Source: an optimization exercise on an open RTL-to-GDS flow (aim: small area and a short achievable clock period). Production flows keep margins and buffers that such runs may drop. Function was not checked in any run shown here: the RTL went through the layout flow alone.

==> flow/design.v (outline; a module is shown in full before it is edited, if it fits) <==
// module enc_xor2: 7 lines
// module encoder: 807 lines
module encoder (
    input clk,
    input rst_n,
    input [31:0] data_in,
    output logic [31:0] data_out
);
  // ...
==> flow/flow/run.sh <==
#!/bin/bash
# Standard layout, with plain buffers on the ports and timing repair aimed
# well below the clock period.
set -euo pipefail
export BUFFER_PORTS_ARGS="-buffer_cell sky130_fd_sc_hd__buf_2"
export SETUP_SLACK_MARGIN=10.2
bash standard.sh > standard.log 2>&1
==> flow/standard.sh <==
#!/bin/bash
# synth_recipe.tcl (not shown) runs the flow's synth.tcl, then flattens the netlist and writes it again
# the make line also repeats each setting of config.mk as NAME=value (left out here)
make -C /OpenROAD-flow-scripts/flow DESIGN_CONFIG=/design/flow/config.mk WORK_HOME=/design/flow/orfs CLKGATE_MAP_FILE= SYNTH_SCRIPT=/design/flow/synth_recipe.tcl "${@:-finish}"
==> flow/config.mk <==
export PLATFORM = sky130hd
export DESIGN_NAME = encoder
export DESIGN_NICKNAME = encoder
export VERILOG_FILES = /design/flow/design.v
export SDC_FILE = /design/flow/constraint.sdc
export NUM_CORES = 8
export LEC_CHECK = 0
export CAP_MARGIN = 20
export CORE_MARGIN = 2
export CORE_UTILIZATION = 65
export CTS_CLUSTER_DIAMETER = 100
export CTS_CLUSTER_SIZE = 20
export SLEW_MARGIN = 20
export SYNTH_HIERARCHICAL = 1
==> flow/constraint.sdc <==
create_clock -name core_clock -period 14.0 [get_ports {clk}]
set_input_delay 2.8000 -clock core_clock [delete_from_list [all_inputs] [get_ports {clk}]]
set_output_delay 2.8000 -clock core_clock [all_outputs]
set_load 0.01 [all_outputs]
==> out/qor.csv, run 1 <==
metric;value;unit
status;finished clean;
Worst-Skew Late Latency;0.53;ns
met1 usage;61.6;%
Multi-In Gates;1283;
final hold vios;0;
post-synthesis simple-gate area fraction;6.59;%
gr usage total;48.1;%
met3 Usage GRT;17.5;%
clock buf count;20;
DRT Wirelength;68.5;mm
Slew Viols, Final;0;
R2R setup slack;9.53;ns
largest net degree at the start of global routing;79;
Async S/R FF share, synth;0;%
GRT busiest layer;met2;
global-route wire length before repair;85.0;mm
Worst Setup End Kind;flip-flop;
FP Rows;56;
Synth area leader;xor2_1;
Via Count;14000;
MaxCap Viol Count;0;
Vias/cell;6.69;
Avg Inst Size Synth;9.79;µm²
hpwl dp;41.5;mm
max reg flops;128;
Post-Synthesis Cell Area;15500;µm²
met3 routed WL;11.0;mm
Syn Nets;1615;
worst flop-to-flop path endpoint;data_out[22]$_DFF_P_;
FF-to-FF path depth;13;
clock tree sinks;233;
fillcell total;1253;
==> inputs of run 2 (changes only) <==
--- a/flow/config.mk
+++ b/flow/config.mk
@@ -10,4 +10,2 @@
 export CORE_UTILIZATION = 65
-export CTS_CLUSTER_DIAMETER = 100
-export CTS_CLUSTER_SIZE = 20
 export SLEW_MARGIN = 20
==> out/qor.csv, run 2 <==
metric;value;unit;change
die width;158;µm;
Crit path max-delay family;XOR/XNOR gates;;
RSZ-0062 raised after global routing;true;;
total die area;25000;µm²;
Starting DRT DRC Count;3278;;
Nets;1836;;
gr usage total;52.0;%;+3.9 points
post-place setup slack;8.94;ns;
hpwl dp;41.5;mm;unchanged
Critical-path top delay cell;xor2_1;;
cell mode on critical path;xor2_1;;
synth top area cells;xor2_1 (43%), dfxtp_1 (27%), xnor2_1 (5.9%);;
WP data arrival;5.39;ns;
wire length per cell;37.3;µm;
fin crit period;4.95;ns;
Biggest register;par;;
Area growth syn-to-layout;34.0;%;
Relative slew margins;20.1;%;
clock tree sinks;233;;unchanged
Distinct cells, synth;46;;
count leader, synth;xor2_1;;
layout cells sized above 1;28.9;%;
CTS tree;built;;
CP Class;flip-flop to flip-flop;;
final cell count without fillers;2142;;
Startpoint Class;flip-flop;;
DRT Wirelength;79.8;mm;+17%
Initial Utilization;66.1;%;
min-delay worst type;flip-flop to flip-flop;;
global-route wire length before repair;91.2;mm;+7.3%
Syn Nets;1615;;unchanged
MaxCap Viol Count;0;;unchanged
top-area cell type share of the netlist area;42.5;%;
global route total overflow;0;;
setup TNS;0;ns;
hold_buf cts;0;;
initial antenna violation count;2;;
Avg Inst Size Synth;9.79;µm²;unchanged
Clk pin slew, worst setup/hold paths;0.06;ns;
CP Max Fanout;8;;
yosys warns;10;;
Worst Setup End Kind;flip-flop;;
Via Count;15600;;+11%
Ports;66;;
Async S/R FF share, synth;0;%;unchanged
Slew Viols, Final;0;;unchanged
Bufs and invs on worst path;4;;
max reg flops;128;;unchanged
worst-case clock buffer depth;3;;
commonest non-fill, non-tap cells in the layout;xor2_1 (623), dfxtp_1 (180), buf_4 (134), nand2_1 (129), xor2_2 (79);;
Vias/cell;7.27;;+8.6%
max incr delay on CP;0.74;ns;
Inserted Clock Buffers;25;;
Setup Viol. Count Final;0;;
Commonest cells post-synth;xor2_1 (751), dfxtp_1 (209), nand2_1 (132);;
Core Box Area;23400;µm²;
worst-margin pin slew;1.19;ns;
fillcell total;977;;-22%
Die Ht;158;µm;
Synth area leader;xor2_1;;
Post-Synthesis Cell Area;15500;µm²;unchanged
flop and latch count out of synthesis;233;;
post-synthesis instance total;1579;;
ys flop type;dfxtp_1;;
most common cell after layout, fill and taps aside;xor2_1;;
critical path, cell by cell;buf_12 -> nand2_1 -> xnor2_2 -> buf_12 -> xor2_4 -> buf_4 -> buf_6 -> xor2_4 -> xor2_1 -> xor2_1 -> xor2_1 -> xor2_1 -> mux2i_1 -> a21oi_1 -> mux2_4;;
FP Rows;56;;unchanged
placed cells;1963;;
CTS Root Cell;clkbuf_16;;
skew final;0.0322;ns;
DRC viols;0;;
largest net degree at the start of global routing;79;;unchanged
Final GP Congestion;1.01;;
DR pass1 iterations;21;;
final worst-path cycle share;35.4;%;
number of synthesized flops with an enable pin;24;;
Fmax;202;MHz;
IO Port Bufs;65;;
antenna violation net count after detailed routing;0;;
H-tree level count;1;;
Worst-Skew Late Latency;0.57;ns;+0.04 ns
post-route setup slack;9.05;ns;
sequential area share after synthesis;31.7;%;
number of global-route vias before repair;13300;;
final hold vios;0;;unchanged
status;finished clean;;
Critical Path RT;14.44;ns;
run 2: changes by cell type in the layout (fill, tap and decap cells not counted), moves of 4 or more:
cell / previous run / this run
xor2_2: 56 / 79
buf_4: 112 / 134
buf_6: 19 / 41
buf_2: 63 / 42
dfxtp_1: 199 / 180
xor2_1: 642 / 623
dfxtp_2: 9 / 25
clkbuf_16: 16 / 26
clkinv_1: 0 / 9
xor2_4: 53 / 49
run 2: final cells by class:
cell class	instances	area, µm²	share of cell area (%)
Clock inverter	17	135	0.652
Antenna cell	4	10.0	0.0483
Sequential cell	233	4950	23.9
Clock buffer	29	651	3.14
Inverter	9	33.8	0.163
Timing Repair Buffer	248	2270	11.0
Tap cell	319	399	1.93
Multi-Input combinational cell	1283	12300	59.2
run 2: cells by family after synthesis:
family	Yosys count	synth area share, %
adder cells (fa/ha/maj)	2	0.162
multiplexers	49	3.98
AO/OA/AOI/OAI	155	7.10
buffers and inverters	63	2.00
flip-flops	233	31.7
AND/OR/NAND/NOR	222	6.59
XOR/XNOR	855	48.4
run 2: timing repair:
action	CTS	global route
resized for setup	137	146
setup endpoints to repair	132	68
gates cloned	1	1
hold endpoints to repair	0	0
buffers inserted	53	74
pin swaps	30	46
run 2: worst paths after layout:
path | from | end | slack [ns] | cells past startpoint
max | ptop$_SDFF_PN0_ | data_out[16]$_DFF_P_ | 9.05 | 15
min | par[1]$_DFF_P_ | par[33]$_DFF_P_ | 0.46 | 2
max reg2reg | ptop$_SDFF_PN0_ | data_out[16]$_DFF_P_ | 9.05 | 15
min reg2reg | par[1]$_DFF_P_ | par[33]$_DFF_P_ | 0.46 | 2
run 2: per-module statistics from Yosys, one instance, submodules excluded:
module / cells / times used
encoder: 856 / 1
enc_xor2: 1 / 723
run 2: worst min-delay path, stage by stage, from the launching register on:
cell and delay (ns):
dfxtp_1 0.30, nand2_1 0.06, xnor2_1 0.05
run 2: routing by layer:
| metal | up-vias | wire [µm] | global-route usage (%) |
|---|---|---|---|
| li1 | 5501 | - | - |
| met4 | 36 | 8840 | 32.9 |
| met1 | 7323 | 24600 | 62.5 |
| met5 | - | 1170 | 3.73 |
| met3 | 817 | 15000 | 27.1 |
| met2 | 1886 | 30300 | 72.4 |
run 2: through the flow:
step | utilization [%] | hold slack [ns] | instance area, µm²
2_1_floorplan | - | 0.417 | 16100
3_3_place_gp | 72.6 | 0.429 | 17000
3_5_place_dp | 72.6 | 0.438 | 17000
4_1_cts | 82.0 | 0.455 | 19200
5_1_grt | 88.5 | 0.475 | 20700
6_report | 88.5 | 0.460 | 20700

## afterwards: timing with drivers on the ports
How much do the figures lean on ideal ports? The routed layouts below were timed once more, with nothing changed but the port constraints. Step 1 (the two cells are an assumption about what drives the block):
set clk [get_ports {clk}]
set_driving_cell -lib_cell sky130_fd_sc_hd__clkbuf_16 $clk
set_driving_cell -lib_cell sky130_fd_sc_hd__buf_2 [delete_from_list [all_inputs] $clk]
Step 2 also shifts input and output timing later by t, the mid clock arrival at the registers, as if the neighbouring blocks saw the same clock. a / b / c = ideal / step 1 / step 2; a / b = the first two.
| run | shift t [ns] | setup slack, ns | hold WS [ns] | latest minus earliest clock arrival (ns) | worst slew at a driven data input, ns |
|---|---|---|---|---|---|
| run 1 | 0.557 | 9.534 / 9.534 / 9.534 | 0.419 / 0.419 / 0.419 | 0.042 / 0.042 | 0.05 |
| run 2 | 0.609 | 9.046 / 9.046 / 9.046 | 0.460 / 0.460 / 0.460 | 0.033 / 0.033 | 0.10 |
After both steps setup and hold are still met in every run listed.
